From an optimization exercise on the open Yosys and OpenROAD flow, aimed at small area, a short achievable clock period and few clock cycles; shortcuts taken in it are not production practice. The RTL was checked by simulation tests, not by an equivalence proof against the original design. No activity file was given, so power comes from the tool's default toggle rates.

## flow/design.v

```verilog
module JAM (
input CLK,
input RST,
output reg [2:0] W,
output reg [2:0] J,
input [6:0] Cost,
output reg [3:0] MatchCount,
output reg [9:0] MinCost,
output reg Valid );
localparam IDLE  = 4'd0;
localparam RECV  = 4'd1;
localparam CALC  = 4'd2;
localparam TEMP   = 4'd3;
localparam SORT1 = 4'd5;
localparam SORT2 = 4'd6;
localparam SORT3 = 4'd7;
localparam SORT4 = 4'd8;
localparam OUT = 4'd9;
reg [3:0] ps, ns; 
reg [2:0] permu [0:7];  
reg [9:0] cost_acc;
wire flag;
reg [2:0] index_p;
reg [2:0] min_max;
reg [2:0] index_mm;
reg flag_fst_swap;
wire flag_done;
wire [9:0] cost_acc_temp;
reg [6:0] cost_arr [0:7][0:7];
reg [2:0] index_add;
always@(posedge CLK or posedge RST) begin
    if(RST) begin
        ps <= IDLE;
    end
    else begin
        ps <= ns;
    end
end
always@(*) begin
    case(ps)
    IDLE: ns = RECV;
    RECV: ns = ({W,J} == 6'd63) ? CALC : IDLE;
    CALC: ns = (index_add == 3'd6) ? TEMP : CALC;
    TEMP: ns = (flag_done) ? OUT : SORT1;
    SORT1: ns = (flag) ? SORT2 : SORT1;
    SORT2: ns = (index_mm == index_p) ? SORT3 : SORT2;
    SORT3: ns = SORT4;
    SORT4: ns = CALC;
    OUT: ns = OUT;
    default: ns = IDLE;
    endcase 
end
assign flag_done = (permu[0] == 3'd7 && permu[1] == 3'd6 && permu[2] == 3'd5 && permu[3] == 3'd4 && permu[4] == 3'd3 && permu[5] == 3'd2 && permu[6] == 3'd1) ? 1'd1 : 1'd0;
integer i;
always@(posedge CLK or posedge RST) begin
    if(RST) begin
        for (i = 0;i < 8;i = i + 1) begin
           permu[i] <= i; 
        end
    end
    else if(ps == SORT3)
    begin
        permu[index_p] <= permu[min_max];
        permu[min_max] <= permu[index_p];
    end
    else if(ps == SORT4)
    begin
        case (index_p)
            3'd0:
            begin
                permu[1] <= permu[7];
                permu[7] <= permu[1];
                permu[2] <= permu[6];
                permu[6] <= permu[2];
                permu[3] <= permu[5];
                permu[5] <= permu[3];
            end
            3'd1:
            begin
                permu[2] <= permu[7];
                permu[7] <= permu[2];
                permu[3] <= permu[6];
                permu[6] <= permu[3];
                permu[4] <= permu[5];
                permu[5] <= permu[4];
            end
            3'd2: 
            begin
                permu[3] <= permu[7];
                permu[7] <= permu[3];
                permu[6] <= permu[4];
                permu[4] <= permu[6];
            end
            3'd3: 
            begin
                permu[4] <= permu[7];
                permu[7] <= permu[4];
                permu[5] <= permu[6];
                permu[6] <= permu[5];
            end
            3'd4:
            begin 
                permu[5] <= permu[7];
                permu[7] <= permu[5];
            end
            3'd5:
            begin
                permu[6] <= permu[7];
                permu[7] <= permu[6];
            end 
        endcase
    end
end
always@(posedge CLK or posedge RST) begin
    if(RST) begin
        min_max <= 3'd7;
    end
    else if(ps == SORT2)
    begin
        if(flag_fst_swap)
        begin
            if(permu[index_mm] > permu[index_p] && permu[index_mm] <= permu[min_max])
            begin
                min_max <= index_mm;
            end
        end
        else
        begin
            if(permu[index_mm] > permu[index_p])
            begin
                min_max <= index_mm;
            end
        end
    end
    else if(ps == TEMP)
    begin
        min_max <= 3'd7;
    end
end
always@(posedge CLK or posedge RST) begin
    if(RST)
    begin
        flag_fst_swap <= 1'd0;
    end
    else if(ps == SORT2)
    begin
        if(permu[index_mm] > permu[index_p])
        begin
            flag_fst_swap <= 1'd1;
        end
    end
    else if(ps == TEMP)
    begin
        flag_fst_swap <= 1'd0;
    end
end
assign flag = (permu[index_p] > permu[index_p-1]) ? 1'd1 : 1'd0;
always@(posedge CLK or posedge RST) begin
    if(RST)
    begin
        index_p <= 3'd7;
    end
    else if(ps == SORT1)
    begin
        index_p <= index_p - 1'd1;
    end
    else if(ps == TEMP)
    begin
        index_p <= 3'd7;
    end
end
always@(posedge CLK or posedge RST) begin
    if(RST)
    begin
        index_mm <= 3'd7;
    end
    else if(ps == SORT2)
    begin
        index_mm <= index_mm - 1'd1;
    end
    else if(ps == TEMP)
    begin
        index_mm <= 3'd7;
    end
end
always@(posedge CLK or posedge RST) begin
    if(RST)
    begin
        {W,J} <= 6'd0;
    end
    else if(ps == RECV) 
    begin
        {W,J} <= {W,J} + 1'd1;
    end
    else if(ps == SORT1) 
    begin
        {W,J} <= 6'd0;
    end
end
integer m, n;
always@(posedge CLK or posedge RST) begin
    if(RST)
    begin
        for (m = 0;m < 8;m = m + 1) begin
            for (n = 0;n < 8;n = n + 1) begin
                cost_arr[m][n] <= 7'd0; 
            end
        end
    end
    else if(ps == RECV) 
    begin
        cost_arr[W][J] <= Cost;
    end
end
always@(posedge CLK or posedge RST) begin
    if(RST)
    begin
        index_add <= 2'd0;
    end
    else if(ps == CALC)
    begin
        index_add <= index_add + 2'd2;
    end
    else if(ps == TEMP)
    begin
        index_add <= 2'd0;
    end
end
always@(posedge CLK or posedge RST) begin
    if(RST) begin
        cost_acc <= 10'd0;
    end
    else if(ps == CALC)
    begin
        cost_acc <= cost_acc + cost_acc_temp;
    end
    else if(ps == TEMP)
    begin
        cost_acc <= 10'd0;
    end
end
assign cost_acc_temp = cost_arr[index_add][permu[index_add]] + cost_arr[index_add+1][permu[index_add+1]];
always@(posedge CLK or posedge RST) begin
    if(RST) begin
        MinCost <= {10{1'd1}};
    end
    else if(ps == TEMP)
    begin
        MinCost <= (MinCost > cost_acc) ? cost_acc : MinCost;
    end
end
always@(posedge CLK or posedge RST) begin
    if(RST) begin
        MatchCount <= 5'd1;
    end
    else if(ps == TEMP)
    begin
        if(MinCost > cost_acc)
        begin
            MatchCount <= 5'd1;
        end
        else if(MinCost == cost_acc)
        begin
            MatchCount <= MatchCount + 5'd1;
        end
    end
end
always@(posedge CLK or posedge RST) begin
    if(RST) begin
        Valid <= 1'd0;
    end
    else if(ps == OUT)
    begin
        Valid <= 1'd1;
    end
end
endmodule
```

## flow/run.sh

```bash
#!/bin/bash
# synth_recipe.tcl (not shown) runs the flow's synth.tcl, then flattens the netlist and writes it again
# the make line also repeats each setting of config.mk as NAME=value (left out here)
make -C /OpenROAD-flow-scripts/flow DESIGN_CONFIG=/design/flow/config.mk WORK_HOME=/design/flow/orfs CLKGATE_MAP_FILE= SYNTH_SCRIPT=/design/flow/synth_recipe.tcl finish
```

## flow/config.mk

```make
export PLATFORM = sky130hd
export DESIGN_NAME = JAM
export DESIGN_NICKNAME = JAM
export VERILOG_FILES = /design/flow/design.v
export SDC_FILE = /design/flow/constraint.sdc
export NUM_CORES = 4
export LEC_CHECK = 0
export CAP_MARGIN = 20
export CORE_MARGIN = 2
export CORE_UTILIZATION = 40
export SLEW_MARGIN = 20
```

## flow/constraint.sdc

```tcl
create_clock -name core_clock -period 6.0 [get_ports {CLK}]
set_input_delay 1.2000 -clock core_clock [delete_from_list [all_inputs] [get_ports {CLK}]]
set_output_delay 1.2000 -clock core_clock [all_outputs]
set_load 0.01 [all_outputs]
```

==> results by group <==
Global routing
  • First-pass GRT wire length: 140000 microns
  • Total gr overflow: 0
  • Vias in the first global route: 21200
  • Initial antenna violation count: 1
  • Gr usage total: 26.3%
  • Largest net degree at the start of global routing: 125

Route
  • DRT Pass-1 Iters: 10
  • DR iter-0 viols: 2588
  • Drt wl/cell: 27.7 microns
  • DR vias/cell: 6.35
  • Drt drc: 0
  • WL final: 93200 microns
  • Via count of the routed design: 21300
  • Antenna Violating Nets Remaining: 0

Die
  • DIE HEIGHT: 265 microns
  • Core area: 67300 sq um
  • Die X-Extent: 265 microns
  • Starting density of the core: 40.5%
  • Rows: 95
  • Die area: 70200 sq um
  • Ports: 30

Critical path
  • Data required time of the worst path: 6.54 ns
  • Worst setup path start: index_add[1]$_DFFE_PP0P_
  • Reg-to-reg setup timing slack: 0.28 ns
  • FF-to-FF Start: index_add[1]$_DFFE_PP0P_
  • Crit path kind: flop to flop
  • Worst reg2reg endpoint: cost_acc[9]$_DFFE_PP0P_
  • Max FO, Critical Path: 21
  • Critical Path AT: 6.26 ns
  • Crit path capture type: flop
  • Worst R2R Path Depth: 24
  • Startpoint types: flop
  • Crit path capture: cost_acc[9]$_DFFE_PP0P_

Clock tree
  • Skew-Pair Late Insertion Delay: 0.65 ns
  • Worst-path clk slew: 0.07 ns
  • TritonCTS Buffers: 58
  • Buffer depth of the longest clock path: 3
  • Root Driver: clkbuf_16
  • CTS tree: done
  • CTS Sinks: 519
  • Hold_buf cts: 0
  • Max H-tree Level: 2

Final layout
  • Inserted Diodes: 0
  • Design area: 30800 sq um
  • Layout cells sized above 1: 30.9%
  • Area of the multi-input gates: 13200 sq um
  • FF+latch area: 13000 sq um
  • Area added between synthesis and finish: 13.1%
  • FILL cells: 6187
  • Nets: 2511

STA
  • RSZ-0062 raised after global routing: no
  • Final Skew: 0.0411 ns
  • Min cycle time layout: 5.72 ns
  • Slew HR: 25.8%
  • Final worst setup slack: 0.279 ns
  • Final hold viol count: 0
  • Setup violators final: 0
  • Worst Tran Pin Value: 1.11 ns
  • FMAX: 175 MHz
  • Period utilization: 95.3%
  • Slew Viols, Final: 0

Job
  • Max-Cap Viols: 0

Logic synthesis
  • FF+latch count, synth: 519
  • Sequential fraction of the synthesis area: 47.9%
  • Synth top area cells: dfrtp_1 (45%), mux2_2 (20%), dfstp_2 (3.1%)
  • Predominant post-synthesis flop cell: dfrtp_1
  • Synth area leader: dfrtp_1
  • Post-synth EDFFs: 0
  • Cell variety after synth: 85
  • Synth Net Count: 2520
  • Cells after Synth: 2451
  • Avg Cell Area, Syn: 11.1 sq um
  • Async set or reset register ratio after synthesis: 100%
  • Yosys warning total: 3
  • Syn Std Cell Area: 27200 sq um
  • Post-synth top area share: 44.8%

Pwr
  • Tot Pwr: 7.62 mW
  • Peak supply drop: 199 uV
  • Leakage: 13.3 nW
  • Power per cell area: 247 nW/um^2

Placed design
  • Hpwl dp: 61600 microns
  • Placed Area: 28700 sq um
  • Routability cong.: 0.973
  • I/O Buffers: 29
  • Place WS: 0.238 ns

Outcome
  • Status: finished clean

Hold path
  • HP Class: flop to flop
## through the flow
step / hold WS, ns / util, % / cells / setup TNS [ns]
after floorplan: 0.463 / - / 2451 / -1091.47
after global placement: 0.446 / 42.7 / 3252 / 0
after detailed placement: 0.451 / 42.7 / 3253 / 0
after CTS: 0.468 / 45.6 / 3357 / 0
after global routing: 0.490 / 45.8 / 3359 / 0
final: 0.466 / 45.8 / 3359 / 0
## synthesized netlist by cell type (12+ instances only)
library cell and number:
o211ai_1 15, clkbuf_1 143, nor3_1 17, buf_2 42, nand2_1 146, a222oi_1 30, inv_1 50, mux2_2 479
a22o_1 34, a211oi_1 20, and2_1 16, a31oi_1 39, o22ai_1 14, a221oi_1 38, o21ai_0 77, nand3_1 112
nor2b_1 17, a21o_1 14, a22oi_1 70, and3_1 21, nor2_1 132, a21oi_1 93, ha_1 58, buf_1 17
mux2i_1 21, nand4_1 24, dfrtp_1 487, a32o_1 12, dfstp_2 32
## per-layer routing
metal  wire [microns]  GRT usage [%]  share of wire (%)  vias to the layer above
met5               16              0              0.017                        -
met4             3580           9.13                3.8                        2
met3             8120           5.25                8.7                      230
met2            40700           39.5                 44                     1091
met1            40700           37.8                 44                    10900
li1                 -              -                  -                     9128
## cell families (layout without fill, tap and decap cells)
kind of cell | after synthesis | count (layout) | synth area share [%]
and+or+nand+nor | 542 | 542 | 9.47
buffers and inverters | 260 | 295 | 3.90
xor gates and xnor gates | 14 | 14 | 0.450
AOI/OAI and AO/OA | 554 | 554 | 14.8
muxes | 502 | 502 | 20.7
DFF | 519 | 519 | 47.9
adders and majority gates | 60 | 60 | 2.81
## final cells by class
| cell class | instances | share of cell area, % |
|---|---|---|
| clock buffer | 85 | 5.56 |
| clock inverter | 19 | 0.866 |
| inverter | 52 | 0.646 |
| multi-input combinational | 1672 | 43.0 |
| sequential | 519 | 42.3 |
| tap | 873 | 3.55 |
| timing repair buffer | 139 | 4.09 |
## flip-flops by register name (all words and copies together), names as in the netlist
name           cells
flag_fst_swap      1
permu             24
index_mm           3
MatchCount         4
ps                 4
index_add          2
J                  3
MinCost           10
index_p            3
cost_acc          10
W                  3
cost_arr         448
Valid              1
min_max            3
## worst min path at each step
stage,slack (ns),cells after the start,start,to
floorplan,0.46,2,flag_fst_swap$_DFFE_PP0P_,flag_fst_swap$_DFFE_PP0P_
finish,0.47,1,Valid$_DFFE_PP0P_,Valid$_DFFE_PP0P_
global placement,0.45,1,Valid$_DFFE_PP0P_,Valid$_DFFE_PP0P_
global route,0.49,1,Valid$_DFFE_PP0P_,Valid$_DFFE_PP0P_
detailed placement,0.45,1,Valid$_DFFE_PP0P_,Valid$_DFFE_PP0P_
CTS,0.47,1,Valid$_DFFE_PP0P_,Valid$_DFFE_PP0P_
## critical path, stage by stage, from the launching register on
cell and delay, ns:
dfrtp_1 0.38, inv_1 0.13, ha_2 0.23, buf_6 0.18, a221o_1 0.45, o21ai_4 0.24, buf_12 0.21, a21oi_1 0.07
o21ai_0 0.25, nand3_1 0.21, a221oi_1 0.28, nand4_1 0.23, ha_1 0.29, fa_1 0.46, a21oi_1 0.15, nor2_1 0.06
nor2_1 0.13, o21bai_1 0.07, a21oi_1 0.18, xnor2_1 0.10, ha_1 0.22, or3_1 0.38, o221ai_1 0.26, o32ai_1 0.16
mux2_2 0.29
## power by group
group	internal, mW	total [mW]	switching (mW)
Clock	2.15	3.70	1.55
Sequential	3.57	3.61	0.0417
Combinational	0.107	0.305	0.198
Total	5.83	7.62	1.79
## what timing repair did
| item | CTS | global route |
|---|---|---|
| resized for setup | 0 | 16 |
| endpoints found under the setup margin | 0 | 3 |
| setup buffers | 0 | 1 |
## layout by cell type, fill, tap and decap left out, types with 34 or more instances in the layout
cell type / instances
ha_1: 54
a22o_1: 34
dfrtp_1: 487
nand3_1: 112
clkbuf_16: 59
a21oi_1: 91
inv_1: 49
mux2_2: 479
a22oi_1: 67
nand2_1: 146
a221oi_1: 38
nor2_1: 130
a31oi_1: 38
buf_4: 94
o21ai_0: 76
Testbench counts, summed over its fixed seeds: cycles 11,069,592.

afterwards: timing with drivers on the ports:
In the flow no input, the clock included, has a driving cell. The finished layout below was timed again as built, in two steps. Step 1: set_driving_cell puts a clkbuf_16 on CLK and a buf_2 on each other input, an assumption about the parent block. Step 2 adds t to the input delays and takes it off the output delays; t is the mean of the earliest and latest rising clock arrival at the registers after step 1. Input paths then give back, and output paths get back, about the clock's delay inside the block. Three values: ideal ports, drivers, drivers and shift; two values: the first two.
t (ns): 0.694
slack for setup (ns): 0.279 / 0.279 / 0.279
hold slack, ns: 0.466 / 0.466 / 0.466
worst setup path at the end: register to register
cell pins on the clock port's net: 1
After both steps this run still meets setup and hold. The setup slack of this run moves by 0.000 ns with the drivers and by 0.000 ns with both steps.
